Context: an optimization exercise on an open-source flow, tuned for small area. The choices shown serve that exercise and are no tape-out recipe. In this exercise RTL edits were held to simulation tests only and were not proved equivalent to the original. No driver is modelled on the clock port, so clock power and skew are understated where the tree is cut down; a real chip needs a root buffer or a tree. Power and IR drop assume default switching activity.

== v6 ==
// top
module top(
    input clk,
    input rst,
    output tx,
    input rx,
    output led,
    output led2
    );
Size in the first run: roughly 270 cells after synthesis, ~120 flip-flops, roughly 6 I/O pins, ~3700 um2 of cells after synthesis.
==> flow/config.mk <==
export PLATFORM = sky130hd
export DESIGN_NAME = top
export DESIGN_NICKNAME = top
export VERILOG_FILES = /design/flow/design.v
export SDC_FILE = /design/flow/constraint.sdc
export NUM_CORES = 4
export LEC_CHECK = 0
export CAP_MARGIN = 20
export CORE_MARGIN = 2
export CORE_UTILIZATION = 40
export SLEW_MARGIN = 20
==> flow/constraint.sdc <==
create_clock -name core_clock -period 20.0 [get_ports {clk}]
set_input_delay 4.0000 -clock core_clock [delete_from_list [all_inputs] [get_ports {clk}]]
set_output_delay 4.0000 -clock core_clock [all_outputs]
set_load 0.01 [all_outputs]
standard.sh (not shown) runs the stock make flow with config.mk's settings and CLKGATE_MAP_FILE= SYNTH_SCRIPT=/design/flow/synth_recipe.tcl, a recipe that flattens the netlist after the stock synthesis.
==> flow/flow/run.sh <==
#!/bin/bash
# Own layout flow: the standard flow (standard.sh), with two changes:
# - CTS runs without dummy-load insertion and with small clock buffers only;
# - the port buffers are buf_1 cells instead of clkdlybuf4s50_1.
# make's full output goes to flow.log in the work folder; ORFS keeps each
# step's own log under orfs/logs/.
set -euo pipefail
export CTS_ARGS="-sink_clustering_enable -repair_clock_nets -dont_use_dummy_load -buf_list sky130_fd_sc_hd__clkbuf_4"
export BUFFER_PORTS_ARGS="-buffer_cell sky130_fd_sc_hd__buf_1"
bash standard.sh > flow.log 2>&1
diff inputs: v6 => v7
==> flow/run.sh (new file) <==
#!/bin/bash
# synth_recipe.tcl (not shown) runs the flow's synth.tcl, then flattens the netlist and writes it again
# the make line also repeats each setting of config.mk as NAME=value (left out here)
make -C /OpenROAD-flow-scripts/flow DESIGN_CONFIG=/design/flow/config.mk WORK_HOME=/design/flow/orfs CLKGATE_MAP_FILE= SYNTH_SCRIPT=/design/flow/synth_recipe.tcl finish
removed: flow/flow/run.sh
removed: flow/standard.sh
[summary]
- Wire length of the first global-routing pass, v6 and v7: smaller value in v6
- On time the worst path needs with I/O delays and setup, the higher figure sits with v7, not v6.
- Delta (v7 minus v6): worst-case hold slack shows an increase of 0.026 ns, post-detailed-routing wire length shows an increase of 220 um, final area shows an increase of about 12%.

old:
Another version of the RTL of top (not shown whole).
Size in the first run: roughly 260 cells after synthesis, roughly 120 flip-flops, roughly 3200 um^2 of cells after synthesis.
Settings: LEC_CHECK=0, ABC_AREA=1, CAP_MARGIN=20, CORE_MARGIN=2, CORE_UTILIZATION=40, SLEW_MARGIN=20; clock period 20.0 ns.
==> flow/flow/run.sh <==
#!/bin/bash
# Own layout flow: the standard flow (standard.sh) with three changes:
# - synthesis maps with an area-only ABC script (flow/abc_area.script: deep
#   AIG optimisation, then area mapping) instead of ORFS's abc_area.script,
#   which also buffers and upsizes for a clock ABC is told is 20 ps. Every
#   other ORFS script is used unchanged, from a copy of $FLOW_HOME/scripts;
# - the clock tree is built by flow/pre_cts.tcl (a PRE_CTS_TCL hook) instead of
#   TritonCTS: k-means groups of about 10 sinks, one clkbuf_4 per group and a
#   clkbuf_8 root that the clock port drives;
# - the port buffers are buf_1 cells instead of clkdlybuf4s50_1.
# make's full output goes to flow.log in the work folder; ORFS keeps each
# step's own log under orfs/logs/.
set -euo pipefail
rm -rf scripts_abc
cp -r "$FLOW_HOME/scripts" scripts_abc
cp flow/abc_area.script scripts_abc/abc_area.script
export SCRIPTS_DIR="$PWD/scripts_abc"
export PRE_CTS_TCL="$PWD/flow/pre_cts.tcl"
export BUFFER_PORTS_ARGS="-buffer_cell sky130_fd_sc_hd__buf_1"
bash standard.sh > flow.log 2>&1
==> flow/flow/abc_area.script <==
strash
&get -n
&deepsyn -T 20
&put
dch
amap
topo
dnsize -c
Other scripts of this flow, unchanged in this note and not shown: flow/flow/pre_cts.tcl
## Diff of input files: new against old
==> flow/flow/run.sh <==
#!/bin/bash
# Own layout flow: the standard flow (standard.sh) with two changes:
# - the clock tree is built by flow/pre_cts.tcl (a PRE_CTS_TCL hook) instead of
#   TritonCTS: k-means groups of about 10 sinks, one clkbuf_4 per group and a
#   clkbuf_8 root that the clock port drives;
# - the port buffers are buf_1 cells instead of clkdlybuf4s50_1.
# make's full output goes to flow.log in the work folder; ORFS keeps each
# step's own log under orfs/logs/.
set -euo pipefail
export PRE_CTS_TCL="$PWD/flow/pre_cts.tcl"
export BUFFER_PORTS_ARGS="-buffer_cell sky130_fd_sc_hd__buf_1"
bash standard.sh > flow.log 2>&1
removed: flow/flow/abc_area.script
[summary]
Higher routed wire length goes to new over old. Portion of the clock cycle consumed by the worst path in the final layout for new: 0.24 points down relative to old. The finished layout cell area of new was inferior to that of old. new consumes more power than old does. | synthesized cell count | new vs old | 18% higher |. Changes observed in new relative to old: via count shows an increase of 108; share of the final layout cell area in multi-input gates now sits higher. From old to new the numbers moved as follows: routed length on met2 -30 um; clock network power share increased by 0.2 points relative to the old numbers; net count of the finished layout up 44.
In every run of this note, the design's own scripts or RTL, not TritonCTS, make the clock network.

port drivers added, routing unchanged:
No port has a modelled driver above. Below, the same layouts with a new extraction and two added sets of constraints.
Step 1: set_driving_cell puts a clkbuf_16 on clk and a buf_2 on each other input, an assumption about the parent block.
Step 2 also shifts input and output timing later by t, the mid clock arrival at the registers, as if the neighbouring blocks saw the same clock.
Slacks: no drivers / after step 1 / after step 2; pairs: no drivers / after step 1.
run | t (ns) | slack for setup (ns) | worst hold slack (ns) | worst setup path after step 2 | latest minus earliest clock arrival (ns)
v6 | 0.489 | 11.633 / 11.602 / 11.602 | 0.297 / 0.297 / 0.297 | input to output | 0.046 / 0.046
v7 | 0.534 | 10.888 / 10.867 / 10.867 | 0.323 / 0.323 / 0.323 | input to output | 0.010 / 0.010
old | 0.399 | 11.623 / 11.598 / 11.598 | 0.327 / 0.327 / 0.327 | input to output | 0.020 / 0.021
new | 0.402 | 11.672 / 11.645 / 11.645 | 0.322 / 0.322 / 0.322 | input to output | 0.018 / 0.018
After both steps every run listed still meets setup and hold. For v6, which loses most, drivers alone change the setup slack by -0.031 ns; drivers and shift together by -0.031 ns.
